This design comes from an exercise in tuning for small area, a short achievable clock period and few clock cycles per item on the open sky130 flow, not from production work. The RTL was checked by simulation tests, not by an equivalence proof against the original design.

Setup of try-onyx:
## arctan_top
module arctan_top(
	input             clk,
	input             rst,
	input             in_valid,
	output            in_ready,
	input      [31:0] inx,
	input      [31:0] iny,
	output reg        out_valid,
	output reg [31:0] out
);
Size in the first run: about 3300 cells after synthesis, about 500 flip-flops, roughly 100 I/O pins, ~0.045 mm2 of cells after synthesis.
clock: 200.0 ns
lec_check: 0
cap_margin: 20
core_margin: 2
core_utilization: 40
cts_buf_list: sky130_fd_sc_hd__clkbuf_8
cts_cluster_diameter: 60
cts_cluster_size: 14
slew_margin: 20
synth_hierarchical: 1
synth_minimum_keep_size: 0
standard.sh (not shown) runs the stock make flow with config.mk's settings and CLKGATE_MAP_FILE= SYNTH_SCRIPT=/design/flow/synth_recipe.tcl, a recipe that flattens the netlist after the stock synthesis.
==> flow/flow/run.sh <==
#!/bin/bash
# The standard layout (standard.sh), with plain buf_1 cells as the port
# buffers instead of the delay buffer the resizer picks by default.
# make's full output goes to flow_make.log; ORFS keeps each step's log under orfs/logs/.
set -euo pipefail
BUFFER_PORTS_ARGS="-buffer_cell sky130_fd_sc_hd__buf_1" bash standard.sh finish > flow_make.log 2>&1
Testbench counts of try-onyx, summed over its fixed seeds: cycles 3,264, items 3,200.
Changes in try-raven relative to try-onyx:
- changing CTS_CLUSTER_DIAMETER from 60 to 84
- changing CTS_CLUSTER_SIZE from 14 to 12
## What came out
Between try-raven and try-onyx, it is try-raven whose first-iteration DRC count is lower, by 3.0%.
Against try-onyx, try-raven reports a minimum hold slack that is lower.
try-raven vs try-onyx: shortest period the worst path allows down in try-raven
Going from try-onyx to try-raven, the area overhead of the layout relative to synthesis was found to have gone down by 0.43 points.
try-raven vs try-onyx — cell area dropped about 0.4%.
Measured against each other, try-raven and try-onyx differ in post-route worst setup slack, the lower figure coming from try-onyx.
try-onyx → try-raven: non-clock buffer share of cell area ~0 delta, sequential share of layout area ~0 delta.
> inputs changed (try-raven -> try-sierra)
- CTS_CLUSTER_SIZE changed from 12 to 14
[summary]
| synthesis-to-layout area growth | try-raven vs try-sierra | ≈ equal |. Looking at try-sierra and try-raven, the final instance area is a wash. Per the comparison of try-sierra with try-raven, violation count after the first detailed-routing iteration +about 9%; routed wire length ~0 delta. Upper clock frequency limit: try-raven vs try-sierra, no meaningful difference.
> inputs changed (try-sierra -> try-amber)
==> flow/flow/run.sh <==
#!/bin/bash
# The standard layout (standard.sh), with plain buf_2 cells as the port
# buffers instead of the delay buffer the resizer picks by default.
# make's full output goes to flow_make.log; ORFS keeps each step's log under orfs/logs/.
set -euo pipefail
BUFFER_PORTS_ARGS="-buffer_cell sky130_fd_sc_hd__buf_2" bash standard.sh finish > flow_make.log 2>&1
==> comparison <==
try-amber against try-sierra: number of vias after detailed routing lower, worst slack on hold paths higher, utilization after layout roughly the same.

---

Another version of the RTL of arctan_top (not shown whole).
Size in the first run: ~3400 cells after synthesis, about 500 flip-flops, about 100 I/O pins, ~0.046 mm2 of cells after synthesis.
Settings: LEC_CHECK=0, CAP_MARGIN=20, CORE_MARGIN=2, CORE_UTILIZATION=40, CTS_BUF_LIST=sky130_fd_sc_hd__clkbuf_8, CTS_CLUSTER_DIAMETER=84, CTS_CLUSTER_SIZE=14, SLEW_MARGIN=20, SYNTH_HIERARCHICAL=1, SYNTH_MINIMUM_KEEP_SIZE=0; clock period 200.0 ns.
run.sh (not shown) runs the stock make flow with config.mk's settings and CLKGATE_MAP_FILE= SYNTH_SCRIPT=/design/flow/synth_recipe.tcl, a recipe that flattens the netlist after the stock synthesis.
Stock flow here: none of the scripts above is used.
The first run finished with timing, DRC and antenna clean.
Testbench counts at the start, summed over its fixed seeds: cycles 3,264, items 3,200.
==> next run, changes <==
==> flow/flow/run.sh (new file) <==
#!/bin/bash
# The standard layout (standard.sh), with plain buf_2 cells as the port
# buffers instead of the delay buffer the resizer picks by default.
# make's full output goes to flow_make.log; ORFS keeps each step's log under orfs/logs/.
set -euo pipefail
BUFFER_PORTS_ARGS="-buffer_cell sky130_fd_sc_hd__buf_2" bash standard.sh finish > flow_make.log 2>&1
==> flow/standard.sh (new file) <==
#!/bin/bash
# synth_recipe.tcl (not shown) runs the flow's synth.tcl, then flattens the netlist and writes it again
# the make line also repeats each setting of config.mk as NAME=value (left out here)
make -C /OpenROAD-flow-scripts/flow DESIGN_CONFIG=/design/flow/config.mk WORK_HOME=/design/flow/orfs CLKGATE_MAP_FILE= SYNTH_SCRIPT=/design/flow/synth_recipe.tcl "${@:-finish}"
removed: flow/run.sh
After rerunning: Routed wire length went down by about 2%; core utilization is lower by 0.44 points; final area is lower by 1.0%; non-clock buffer count drops by 1; setup slack got worse by 190 ps.

---

red:
Another version of the RTL of arctan_top (not shown whole).
Size: roughly 3300 cells after synthesis, ~500 flip-flops, ~100 I/O pins, roughly 0.045 mm² of cells after synthesis.
export LEC_CHECK = 0
export CAP_MARGIN = 20
export CORE_MARGIN = 2
export CORE_UTILIZATION = 40
export CTS_BUF_LIST = sky130_fd_sc_hd__clkbuf_8
export CTS_CLUSTER_DIAMETER = 84
export CTS_CLUSTER_SIZE = 14
export SLEW_MARGIN = 20
export SYNTH_HIERARCHICAL = 1
export SYNTH_MINIMUM_KEEP_SIZE = 0
create_clock -name core_clock -period 200.0 [get_ports {clk}]
standard.sh (not shown) runs the stock make flow with config.mk's settings and CLKGATE_MAP_FILE= SYNTH_SCRIPT=/design/flow/synth_recipe.tcl, a recipe that flattens the netlist after the stock synthesis.
==> flow/flow/run.sh <==
#!/bin/bash
# The standard layout (standard.sh), with plain buf_1 cells as the port
# buffers instead of the delay buffer the resizer picks by default.
# make's full output goes to flow_make.log; ORFS keeps each step's log under orfs/logs/.
set -euo pipefail
BUFFER_PORTS_ARGS="-buffer_cell sky130_fd_sc_hd__buf_1" bash standard.sh finish > flow_make.log 2>&1
Testbench counts of red, summed over its fixed seeds: cycles 3,264, items 3,200.
#### Input delta (blue over red)
- a change of CTS_CLUSTER_SIZE from 14 to 12
[summary]
- Compared with red, in blue critical path depth now sits at about the same level; die area now sits at about the same level.
- Going from red to blue, via total after detailed routing went up; global-route usage did not really move; wire length on met3 went up.
- Routed wire length up 0.35% in blue wrt red
- For first-pass GRT wire length, red and blue come out practically identical.
[inputs] green vs blue
- CTS_CLUSTER_DIAMETER now 100, was 84
==> results.txt <==
green reports a higher hold slack than blue does.
Status: number of filler instances in the final layout parity (green, blue)
Per the comparison of green with blue, setup slack climbed 20 ps; clock tree cell share of total cell area barely changed.

---

Another version of the RTL of arctan_top (not shown whole).
Size in the first run: ~3400 cells after synthesis, ~500 flip-flops, roughly 100 I/O pins, about 46000 sq um of cells after synthesis.
Settings: LEC_CHECK=0, CAP_MARGIN=20, CORE_MARGIN=2, CORE_UTILIZATION=40, CTS_BUF_LIST=sky130_fd_sc_hd__clkbuf_8, CTS_CLUSTER_DIAMETER=84, CTS_CLUSTER_SIZE=14, SLEW_MARGIN=20, SYNTH_HIERARCHICAL=1, SYNTH_MINIMUM_KEEP_SIZE=0; clock period 200.0 ns.
==> flow/flow/run.sh <==
#!/bin/bash
# The standard layout (standard.sh), with plain buf_2 cells as the port
# buffers instead of the delay buffer the resizer picks by default.
# make's full output goes to flow_make.log; ORFS keeps each step's log under orfs/logs/.
set -euo pipefail
BUFFER_PORTS_ARGS="-buffer_cell sky130_fd_sc_hd__buf_2" bash standard.sh finish > flow_make.log 2>&1
The starting point produced a clean layout.
Testbench counts at the start, summed over its fixed seeds: cycles 3,264, items 3,200.
Then changed:
==> flow/run.sh (new file) <==
#!/bin/bash
# synth_recipe.tcl (not shown) runs the flow's synth.tcl, then flattens the netlist and writes it again
# the make line also repeats each setting of config.mk as NAME=value (left out here)
make -C /OpenROAD-flow-scripts/flow DESIGN_CONFIG=/design/flow/config.mk WORK_HOME=/design/flow/orfs CLKGATE_MAP_FILE= SYNTH_SCRIPT=/design/flow/synth_recipe.tcl finish
removed: flow/flow/run.sh
removed: flow/standard.sh
The new run produced a clean layout.
Non-clock buffer count goes up by 3.
Routed wire length rose by 1.3%.
Worst setup slack got worse by 0.40 ns.
Worst hold slack is about the same.
Count of clock-buffer cells in the layout goes down by 2.
Global-route usage went up by 0.19 points.
First-iteration DRC count goes up by 12%.
Register-to-register slack is better by 0.18 ns.
Utilization increases by 0.39 points.
Sequential share of layout area shrinks by 0.18 points.

---

Setup of cedar:
arctan_top, a different RTL version from the one above (not shown whole).
Size in the first run: about 3400 cells after synthesis, ~46000 um^2 of cells after synthesis.
clock: 200.0 ns
lec_check: 0
cap_margin: 20
core_margin: 2
core_utilization: 40
cts_buf_list: sky130_fd_sc_hd__clkbuf_8
slew_margin: 20
synth_hierarchical: 1
synth_minimum_keep_size: 0
run.sh (not shown) runs the stock make flow with config.mk's settings and CLKGATE_MAP_FILE= SYNTH_SCRIPT=/design/flow/synth_recipe.tcl, a recipe that flattens the netlist after the stock synthesis.
Stock flow here: none of the scripts above is used.
cedar completed; timing, DRC and antenna clean
Testbench counts of cedar, summed over its fixed seeds: cycles 3,264, items 3,200.
Setup changes, cedar to birch
Settings: swapping 40 for 65 in CORE_UTILIZATION; swapping sky130_fd_sc_hd__clkbuf_8 for sky130_fd_sc_hd__clkbuf_4 in CTS_BUF_LIST.
[summary]
- birch finished every step from synthesis to the final layout, and the layout passed the timing, DRC and antenna checks.
- cedar closes out successfully: all stages finished, all timing, DRC and antenna checks passed.
- From cedar to birch the numbers moved as follows: area taken by multi-input logic gates has remained practically unchanged; buffer count excluding the clock tree in the final layout decreased by 1 relative to the old numbers; detailed-routing wirelength on met1 -about 2.8%.

---

the baseline:
arctan_top, a different RTL version from the one above (not shown whole).
Size: roughly 3,900 cells after synthesis, about 500 flip-flops, ~100 I/O pins, roughly 48,000 um^2 of cells after synthesis.
==> flow/design.v (excerpt) <==
module arctan_top(
	input             clk,
	input             rst,
	input             in_valid,
	output            in_ready,
	input      [31:0] inx,
	input      [31:0] iny,
	output reg        out_valid,
	output reg [31:0] out
);
clock: 200.0 ns
lec_check: 0
cap_margin: 20
core_margin: 2
core_utilization: 40
cts_buf_list: sky130_fd_sc_hd__clkbuf_4
slew_margin: 20
Testbench counts of the baseline, summed over its fixed seeds: cycles 3,264, items 3,200.
--- input diff the baseline..the candidate ---
- CTS_BUF_LIST: sky130_fd_sc_hd__clkbuf_4 -> unset
==> results.txt <==
- Looking at clock-cell share of area across the baseline and the candidate, the one that comes out lower is the baseline.
- More vias were needed by the baseline than by the candidate.
- On final area: between the baseline and the candidate, it ends up lower for the baseline.
- Between the candidate and the baseline, it is the candidate whose worst endpoint data arrival time is lower, by 400 ps.
- Re complex-gate fraction of the synthesized area: no difference whatsoever between the candidate and the baseline.

==> what the ideal ports hide <==
How much do the figures lean on ideal ports? The routed layouts below were timed once more, with nothing changed but the port constraints.
Step 1, drivers: a clkbuf_16 drives clk and a buf_2 each remaining input, both assumed.
Step 2 also shifts input and output timing later by t, the mid clock arrival at the registers, as if the neighbouring blocks saw the same clock.
Three values: ideal ports, drivers, drivers and shift; two values: the first two.
| run | shift t [ns] | setup WS [ns] | worst hold slack (ns) | worst register clock-pin slew, ns |
|---|---|---|---|---|
| try-onyx | 0.745 | 158.809 / 158.743 / 159.081 | 0.320 / 0.320 / 0.320 | 0.09 / 0.09 |
| try-raven | 0.744 | 158.832 / 158.763 / 159.130 | 0.308 / 0.308 / 0.308 | 0.10 / 0.10 |
| try-sierra | 0.736 | 158.841 / 158.772 / 159.089 | 0.300 / 0.300 / 0.300 | 0.12 / 0.12 |
| try-amber | 0.726 | 158.883 / 158.818 / 159.052 | 0.314 / 0.314 / 0.314 | 0.10 / 0.10 |
| the first run of note 2 | 0.740 | 158.390 / 158.390 / 158.390 | 0.325 / 0.325 / 0.325 | 0.10 / 0.10 |
| the second run of note 2 | 0.730 | 158.201 / 158.201 / 158.201 | 0.321 / 0.321 / 0.321 | 0.10 / 0.10 |
| red | 0.727 | 158.835 / 158.766 / 159.105 | 0.320 / 0.320 / 0.320 | 0.11 / 0.11 |
| blue | 0.761 | 158.800 / 158.731 / 159.097 | 0.309 / 0.309 / 0.309 | 0.10 / 0.10 |
| green | 0.746 | 158.820 / 158.752 / 159.107 | 0.319 / 0.319 / 0.319 | 0.10 / 0.10 |
| the first run of note 4 | 0.724 | 158.866 / 158.801 / 159.122 | 0.323 / 0.323 / 0.323 | 0.10 / 0.10 |
| the second run of note 4 | 0.731 | 158.470 / 158.406 / 159.137 | 0.325 / 0.325 / 0.325 | 0.10 / 0.10 |
| cedar | 0.780 | 158.408 / 158.343 / 158.524 | 0.320 / 0.320 / 0.320 | 0.08 / 0.08 |
| birch | 1.007 | 158.191 / 158.126 / 158.235 | 0.278 / 0.278 / 0.278 | 0.09 / 0.09 |
| the baseline | 1.105 | 157.535 / 157.535 / 157.535 | 0.294 / 0.294 / 0.294 | 0.09 / 0.09 |
| the candidate | 0.714 | 157.535 / 157.535 / 157.535 | 0.321 / 0.321 / 0.321 | 0.07 / 0.07 |
After both steps every run listed still meets setup and hold.
